This design comes from an exercise in tuning for small area on the open sky130 flow, not from production work.
Where RTL was checked, it was by simulation tests only, not by an equivalence proof against the original.
The flow treats the clock pin as an ideal source, which a real chip does not have.

==> branch sierra: inputs <==
Design uart, start of the top module:
module uart (
    input  wire       clk,
    input  wire       rst,
    input  wire [7:0] pc_in_t,
    input  wire       wr_en,
    input  wire       start_tx,
    output wire [7:0] pc_out_r,
    output wire       tx,
    input  wire       rx,
    output wire       rx_done
);
==> module fifo_tx, before the edit <==
module fifo_tx (
    input  wire       clk_fifo_tx,
    input  wire       rst,
    input  wire [7:0] data_in,
    input  wire       wr_en,
    input  wire       start_tx,
    input  wire       next_frame,
    output wire [7:0] data_out,
    output reg        fifo_tx_status
);
    reg [7:0] mem [0:16];
    reg [4:0] count;
    wire push = wr_en && !count[4];
    wire load = next_frame || (start_tx && !fifo_tx_status);
    wire nz   = |count;
    wire pop  = load && nz;
    integer i;
    always @(posedge clk_fifo_tx) begin
        if (push) begin
            mem[0] <= data_in;
            for (i = 1; i < 17; i = i + 1)
                mem[i] <= mem[i-1];
        end
    end
    wire [7:0] m0 = count[4] ? mem[16] : mem[0];
    reg  [7:0] l1 [0:3];
    always @(*) begin
        case (count[1:0])
            2'd0: l1[0] = m0;
            2'd1: l1[0] = mem[1];
            2'd2: l1[0] = mem[2];
            default: l1[0] = mem[3];
        endcase
        for (i = 1; i < 4; i = i + 1)
            case (count[1:0])
                2'd0: l1[i] = mem[4*i];
                2'd1: l1[i] = mem[4*i+1];
                2'd2: l1[i] = mem[4*i+2];
                default: l1[i] = mem[4*i+3];
            endcase
    end
    assign data_out = l1[count[3:2]];
    always @(posedge clk_fifo_tx) begin
        if (rst) begin
            count <= 0;
            fifo_tx_status <= 1'b0;
        end else begin
            if (load)
                fifo_tx_status <= nz;
            count <= count + push - pop;
        end
    end
endmodule
==> module transmitter, before the edit <==
module transmitter #(
    parameter BAUD_DIV = 100
)(
    input  wire [7:0] pc_t,
    input  wire       clk,
    input  wire       rst,
    input  wire       fifo_status,
    output reg        tx,
    output reg        dma_txend
);
    reg [3:0] index;
    reg [6:0] clk_count;
    reg [7:0] tsr;
    wire idle = index[3] & index[1];
    wire take = idle & fifo_status;
    wire last = (clk_count == 7'd75);
    wire [6:0] cnt_step = {clk_count[5:0], ~(clk_count[6] ^ clk_count[5])};
    reg bitv;
    always @(*) begin
        case (index)
            4'd0: bitv = 1'b0;
            4'd1: bitv = tsr[0];
            4'd2: bitv = tsr[1];
            4'd3: bitv = tsr[2];
            4'd4: bitv = tsr[3];
            4'd5: bitv = tsr[4];
            4'd6: bitv = tsr[5];
            4'd7: bitv = tsr[6];
            4'd8: bitv = tsr[7];
            default: bitv = 1'b1;
        endcase
    end
    always @(posedge clk) begin
        if (take)
            tsr <= pc_t;
        if (idle || last)
            clk_count <= 0;
        else
            clk_count <= cnt_step;
    end
    always @(posedge clk) begin
        if (rst) begin
            index     <= 4'd10;
            tx        <= 1'b1;
            dma_txend <= 1'b0;
        end else begin
            dma_txend <= take;
            tx <= bitv;
            if (take)
                index <= 4'd0;
            else if (!idle && last)
                index <= index + 1;
        end
    end
endmodule
==> module receiver, before the edit <==
module receiver #(
    parameter BAUD_DIV = 100
)(
    input  wire clk_r,
    input  wire rst,
    input  wire rx,
    output reg  dma_rxend,
    output reg [7:0] data_out
);
    reg [3:0] state;
    reg [6:0] clk_cnt;
    wire idle  = (state == 4'd8);
    wire last  = (clk_cnt == 7'd75);
    wire [6:0] cnt_step = {clk_cnt[5:0], ~(clk_cnt[6] ^ clk_cnt[5])};
    always @(posedge clk_r) begin
        if (idle)
            clk_cnt <= 7'd43;
        else if (last)
            clk_cnt <= 0;
        else
            clk_cnt <= cnt_step;
        if (!state[3] && last)
            data_out <= {rx, data_out[7:1]};
    end
    always @(posedge clk_r) begin
        if (rst) begin
            state     <= 4'd8;
            dma_rxend <= 1'b0;
        end else begin
            case (state)
                4'd8: begin
                    dma_rxend <= 1'b0;
                    if (!rx) state <= 4'd9;
                end
                4'd9: if (last) state <= rx ? 4'd8 : 4'd0;
                4'd10: if (last) begin
                    if (rx) begin
                        dma_rxend <= 1'b1;
                        state <= 4'd11;
                    end else
                        state <= 4'd8;
                end
                4'd11: state <= 4'd8;
                default: if (last) state <= (state == 4'd7) ? 4'd10 : state + 1;
            endcase
        end
    end
endmodule
Settings: LEC_CHECK=0, CAP_MARGIN=20, CORE_MARGIN=2, CORE_UTILIZATION=60, CTS_BUF_LIST=sky130_fd_sc_hd__clkbuf_8, CTS_CLUSTER_SIZE=30, SLEW_MARGIN=20; clock period 10.0 ns.
run.sh (not shown) runs the stock make flow with config.mk's settings and CLKGATE_MAP_FILE= SYNTH_SCRIPT=/design/flow/synth_recipe.tcl, a recipe that flattens the netlist after the stock synthesis.
==> branch ember (differences from branch sierra) <==
==> flow/design.v (replaced) <==
`timescale 1ns/1ps
module fifo_tx (
    input  wire       clk_fifo_tx,
    input  wire       rst,
    input  wire [7:0] data_in,
    input  wire       wr_en,
    input  wire       start_tx,
    input  wire       next_frame,
    output reg  [7:0] data_out,
    output reg        fifo_tx_status
);
    reg [7:0] mem [0:15];
    reg [4:0] count;
    wire push = wr_en && !count[4];
    wire load = next_frame || (start_tx && !fifo_tx_status);
    wire nz   = |count;
    wire pop  = load && nz;
    wire [7:0] rmem [0:15];
    genvar g;
    generate
        for (g = 0; g < 16; g = g + 1) begin : rm
            assign rmem[g] = mem[(g + 15) % 16];
        end
    endgenerate
    integer i;
    always @(posedge clk_fifo_tx) begin
        if (push) begin
            mem[0] <= data_in;
            for (i = 1; i < 16; i = i + 1)
                mem[i] <= mem[i-1];
        end
        if (pop)
            data_out <= rmem[count[3:0]];
    end
    always @(posedge clk_fifo_tx) begin
        if (rst) begin
            count <= 0;
            fifo_tx_status <= 1'b0;
        end else begin
            if (load)
                fifo_tx_status <= nz;
            count <= count + push - pop;
        end
    end
endmodule
`timescale 1ns/1ps
module transmitter #(
    parameter BAUD_DIV = 100
)(
    input  wire [7:0] pc_t,
    input  wire       clk,
    input  wire       rst,
    input  wire       fifo_status,
    output reg        tx,
    output wire       dma_txend
);
    localparam IDLE = 4'd15, PRE = 4'd14;
    reg [3:0] state;
    reg [6:0] clk_count;
    reg [7:0] tsr;
    wire last = (clk_count == 7'd75);
    wire [6:0] cnt_step = {clk_count[5:0], ~(clk_count[6] ^ clk_count[5])};
    wire idle = (state == IDLE) || (state == 4'd9 && last);
    wire take = idle & fifo_status;
    assign dma_txend = (state == PRE);
    always @(*) begin
        case (state)
            4'd0: tx = 1'b0;
            4'd1: tx = tsr[0];
            4'd2: tx = tsr[1];
            4'd3: tx = tsr[2];
            4'd4: tx = tsr[3];
            4'd5: tx = tsr[4];
            4'd6: tx = tsr[5];
            4'd7: tx = tsr[6];
            4'd8: tx = tsr[7];
            default: tx = 1'b1;
        endcase
    end
    always @(posedge clk) begin
        if (take)
            tsr <= pc_t;
        if (state[3] & state[2] || last)
            clk_count <= 0;
        else
            clk_count <= cnt_step;
    end
    always @(posedge clk) begin
        if (rst)
            state <= IDLE;
        else if (take)
            state <= PRE;
        else if (idle)
            state <= IDLE;
        else if (state == PRE)
            state <= 4'd0;
        else if (last)
            state <= state + 1;
    end
endmodule
`timescale 1ns/1ps
module receiver #(
    parameter BAUD_DIV = 100
)(
    input  wire clk_r,
    input  wire rst,
    input  wire rx,
    output wire dma_rxend,
    output reg [7:0] data_out
);
    reg [3:0] state;
    reg [6:0] clk_cnt;
    wire idle  = (state == 4'd8) || (state == 4'd12);
    wire last  = (clk_cnt == 7'd75);
    wire [6:0] cnt_step = {clk_cnt[5:0], ~(clk_cnt[6] ^ clk_cnt[5])};
    assign dma_rxend = (state == 4'd11) || (state == 4'd12);
    always @(posedge clk_r) begin
        if (idle)
            clk_cnt <= 7'd43;
        else if (last)
            clk_cnt <= 0;
        else
            clk_cnt <= cnt_step;
        if (!state[3] && last)
            data_out <= {rx, data_out[7:1]};
    end
    always @(posedge clk_r) begin
        if (rst) begin
            state <= 4'd8;
        end else begin
            case (state)
                4'd8, 4'd12: state <= rx ? 4'd8 : 4'd9;
                4'd9: if (last) state <= rx ? 4'd8 : 4'd0;
                4'd10: if (last) state <= rx ? 4'd11 : 4'd8;
                4'd11: state <= 4'd12;
                default: if (last) state <= (state == 4'd7) ? 4'd10 : state + 1;
            endcase
        end
    end
endmodule
`timescale 1ns/1ps
module uart (
    input  wire       clk,
    input  wire       rst,
    input  wire [7:0] pc_in_t,
    input  wire       wr_en,
    input  wire       start_tx,
    output wire [7:0] pc_out_r,
    output wire       tx,
    input  wire       rx,
    output wire       rx_done
);
    wire [7:0] data;
    wire fifo_status;
    wire dma_txend;
    fifo_tx ft (
        .clk_fifo_tx(clk),
        .rst(rst),
        .data_in(pc_in_t),
        .wr_en(wr_en),
        .start_tx(start_tx),
        .next_frame(dma_txend),
        .data_out(data),
        .fifo_tx_status(fifo_status)
    );
    transmitter #(.BAUD_DIV(100)) t (
        .pc_t(data),
        .clk(clk),
        .rst(rst),
        .fifo_status(fifo_status),
        .tx(tx),
        .dma_txend(dma_txend)
    );
    receiver #(.BAUD_DIV(100)) r (
        .clk_r(clk),
        .rst(rst),
        .rx(rx),
        .dma_rxend(rx_done),
        .data_out(pc_out_r)
    );
endmodule
==> flow/flow/run.sh (new file) <==
#!/bin/bash
# Own layout flow: the standard ORFS flow (standard.sh) with
#  - synthesis mapped by an area-oriented ABC script (flow/area.abc) and
#    without Yosys's separate adder mapping, so ABC maps the adders too;
#    registers come out of the same Yosys steps as the standard synthesis;
#  - input/output ports buffered with buf_1 cells;
#  - clock tree options from flow/cts.args (no dummy loads).
# Each tool's output goes to a log file of its own in the work folder.
set -euo pipefail
W=$(pwd)
export MY_ABC_SCRIPT=$W/flow/area.abc
make -C "$FLOW_HOME" DESIGN_CONFIG="$W/config.mk" WORK_HOME="$W/orfs" CLKGATE_MAP_FILE= \
    SYNTH_SCRIPT="$W/flow/synth.tcl" ADDER_MAP_FILE= synth > "$W/synth.log" 2>&1
export BUFFER_PORTS_ARGS="-buffer_cell sky130_fd_sc_hd__buf_1"
# clock_tree_synthesis arguments, if flow/cts.args gives them
if [[ -f "$W/flow/cts.args" ]]; then
    CTS_ARGS=$(cat "$W/flow/cts.args")
    export CTS_ARGS
fi
bash standard.sh > "$W/layout.log" 2>&1
==> flow/flow/area.abc (new file) <==
strash
&get -n
&fraig -x
&put
scorr
dc2
strash
&get -n
&dch -f
&nf -p -R 1000 -a
&put
strash
&get -n
&dch -f
&nf -p -R 1000 -a
&put
==> flow/flow/cts.args (new file) <==
-sink_clustering_enable -repair_clock_nets -dont_use_dummy_load -buf_list sky130_fd_sc_hd__clkbuf_8
==> flow/flow/synth.tcl (new file) <==
# The standard synthesis script (synth_recipe.tcl) with one change: the ABC
# call in ORFS's synth.tcl uses the area-oriented script in $MY_ABC_SCRIPT.
proc synth {args} { yosys synth -nofsm -noshare {*}$args }
set fh [open $::env(SCRIPTS_DIR)/synth.tcl]; set src [read $fh]; close $fh
set call {log_cmd abc {*}$abc_args}
if {[string first $call $src] < 0} { error "ABC call not found in synth.tcl" }
set src [string map [list $call {log_cmd abc {*}[lreplace $abc_args 1 1 $::env(MY_ABC_SCRIPT)]}] $src]
eval $src
# left out here: clear keep_hierarchy, flatten, clean up, hide names made inside functions, write 1_2_yosys.v
==> flow/standard.sh (new file) <==
#!/bin/bash
# synth_recipe.tcl (not shown) runs the flow's synth.tcl, then flattens the netlist and writes it again
# the make line also repeats each setting of config.mk as NAME=value (left out here)
make -C /OpenROAD-flow-scripts/flow DESIGN_CONFIG=/design/flow/config.mk WORK_HOME=/design/flow/orfs CLKGATE_MAP_FILE= SYNTH_SCRIPT=/design/flow/synth_recipe.tcl "${@:-finish}"
- CORE_UTILIZATION: 60 -> 70
- CTS_BUF_LIST: sky130_fd_sc_hd__clkbuf_8 -> unset
- CTS_CLUSTER_SIZE: 30 -> unset
removed: flow/run.sh
==> branch yarrow (differences from branch sierra) <==
--- a/flow/design.v
+++ b/flow/design.v
@@ -8,6 +8,6 @@
     input  wire       next_frame,
-    output wire [7:0] data_out,
+    output reg  [7:0] data_out,
     output reg        fifo_tx_status
 );
-    reg [7:0] mem [0:16];
+    reg [7:0] mem [0:15];
     reg [4:0] count;
@@ -17,2 +17,9 @@
     wire pop  = load && nz;
+    wire [7:0] rmem [0:15];
+    genvar g;
+    generate
+        for (g = 0; g < 16; g = g + 1) begin : rm
+            assign rmem[g] = mem[(g + 15) % 16];
+        end
+    endgenerate
     integer i;
@@ -21,24 +28,8 @@
             mem[0] <= data_in;
-            for (i = 1; i < 17; i = i + 1)
+            for (i = 1; i < 16; i = i + 1)
                 mem[i] <= mem[i-1];
         end
+        if (pop)
+            data_out <= rmem[count[3:0]];
     end
-    wire [7:0] m0 = count[4] ? mem[16] : mem[0];
-    reg  [7:0] l1 [0:3];
-    always @(*) begin
-        case (count[1:0])
-            2'd0: l1[0] = m0;
-            2'd1: l1[0] = mem[1];
-            2'd2: l1[0] = mem[2];
-            default: l1[0] = mem[3];
-        endcase
-        for (i = 1; i < 4; i = i + 1)
-            case (count[1:0])
-                2'd0: l1[i] = mem[4*i];
-                2'd1: l1[i] = mem[4*i+1];
-                2'd2: l1[i] = mem[4*i+2];
-                default: l1[i] = mem[4*i+3];
-            endcase
-    end
-    assign data_out = l1[count[3:2]];
     always @(posedge clk_fifo_tx) begin
==> flow/flow/run.sh (new file) <==
#!/bin/bash
# Own layout flow: the standard ORFS flow (standard.sh) with
#  - synthesis mapped by an area-oriented ABC script (flow/area.abc) and
#    without Yosys's separate adder mapping, so ABC maps the adders too;
#    registers come out of the same Yosys steps as the standard synthesis;
#  - input/output ports buffered with buf_1 cells.
# Each tool's output goes to a log file of its own in the work folder.
set -euo pipefail
W=$(pwd)
export MY_ABC_SCRIPT=$W/flow/area.abc
make -C "$FLOW_HOME" DESIGN_CONFIG="$W/config.mk" WORK_HOME="$W/orfs" CLKGATE_MAP_FILE= \
    SYNTH_SCRIPT="$W/flow/synth.tcl" ADDER_MAP_FILE= synth > "$W/synth.log" 2>&1
export BUFFER_PORTS_ARGS="-buffer_cell sky130_fd_sc_hd__buf_1"
bash standard.sh > "$W/layout.log" 2>&1
==> flow/flow/area.abc (new file) <==
strash
&get -n
&fraig -x
&put
scorr
dc2
strash
&get -n
&dch -f
&nf -p -R 1000 -a
&put
strash
&get -n
&dch -f
&nf -p -R 1000 -a
&put
==> flow/flow/synth.tcl (new file) <==
# The standard synthesis script (synth_recipe.tcl) with one change: the ABC
# call in ORFS's synth.tcl uses the area-oriented script in $MY_ABC_SCRIPT.
proc synth {args} { yosys synth -nofsm -noshare {*}$args }
set fh [open $::env(SCRIPTS_DIR)/synth.tcl]; set src [read $fh]; close $fh
set call {log_cmd abc {*}$abc_args}
if {[string first $call $src] < 0} { error "ABC call not found in synth.tcl" }
set src [string map [list $call {log_cmd abc {*}[lreplace $abc_args 1 1 $::env(MY_ABC_SCRIPT)]}] $src]
eval $src
# left out here: clear keep_hierarchy, flatten, clean up, hide names made inside functions, write 1_2_yosys.v
==> flow/standard.sh (new file) <==
#!/bin/bash
# synth_recipe.tcl (not shown) runs the flow's synth.tcl, then flattens the netlist and writes it again
# the make line also repeats each setting of config.mk as NAME=value (left out here)
make -C /OpenROAD-flow-scripts/flow DESIGN_CONFIG=/design/flow/config.mk WORK_HOME=/design/flow/orfs CLKGATE_MAP_FILE= SYNTH_SCRIPT=/design/flow/synth_recipe.tcl "${@:-finish}"
removed: flow/run.sh
==> comparison <==
- Against branch ember, the global-route usage of branch yarrow is lower by 4.1 points.
- The lowest final area belongs to branch ember, the highest to branch sierra.
- Wire length: branch sierra > branch yarrow > branch ember.
- Via count: branch sierra > branch ember > branch yarrow.
- Utilization, highest first: branch ember, branch yarrow, branch sierra.
- The highest hold slack belongs to branch sierra, the lowest to branch ember.
- In branch ember the register-to-register slack is lower than in branch yarrow, by 550 ps.
- Synthesized cell count, highest first: branch sierra, branch ember, branch yarrow.
Only the layout flow was run in branch sierra; the RTL was not checked for function there.

==> re-timing with driven ports <==
In the flow no input, the clock included, has a driving cell. The finished layouts below were timed again as built, in two steps.
Step 1, drivers: a clkbuf_16 drives clk and a buf_2 each remaining input, both assumed.
Step 2, shift: input delay + t, output delay - t, t = (earliest + latest rising clock arrival at the registers) / 2. This alone moves slack from input paths to output paths.
a / b / c = ideal / step 1 / step 2; a / b = the first two.
run	t (ns)	setup WS [ns]	worst slew at a driven data input, ns
branch sierra	0.495	5.760 / 5.770 / 5.275	0.05
branch ember	0.469	6.136 / 6.104 / 5.788	0.04
branch yarrow	0.487	6.247 / 6.251 / 5.764	0.03
After both steps every run listed still meets setup and hold. The setup slack of branch sierra, which loses most, moves by +0.010 ns with the drivers and by -0.485 ns with both steps.
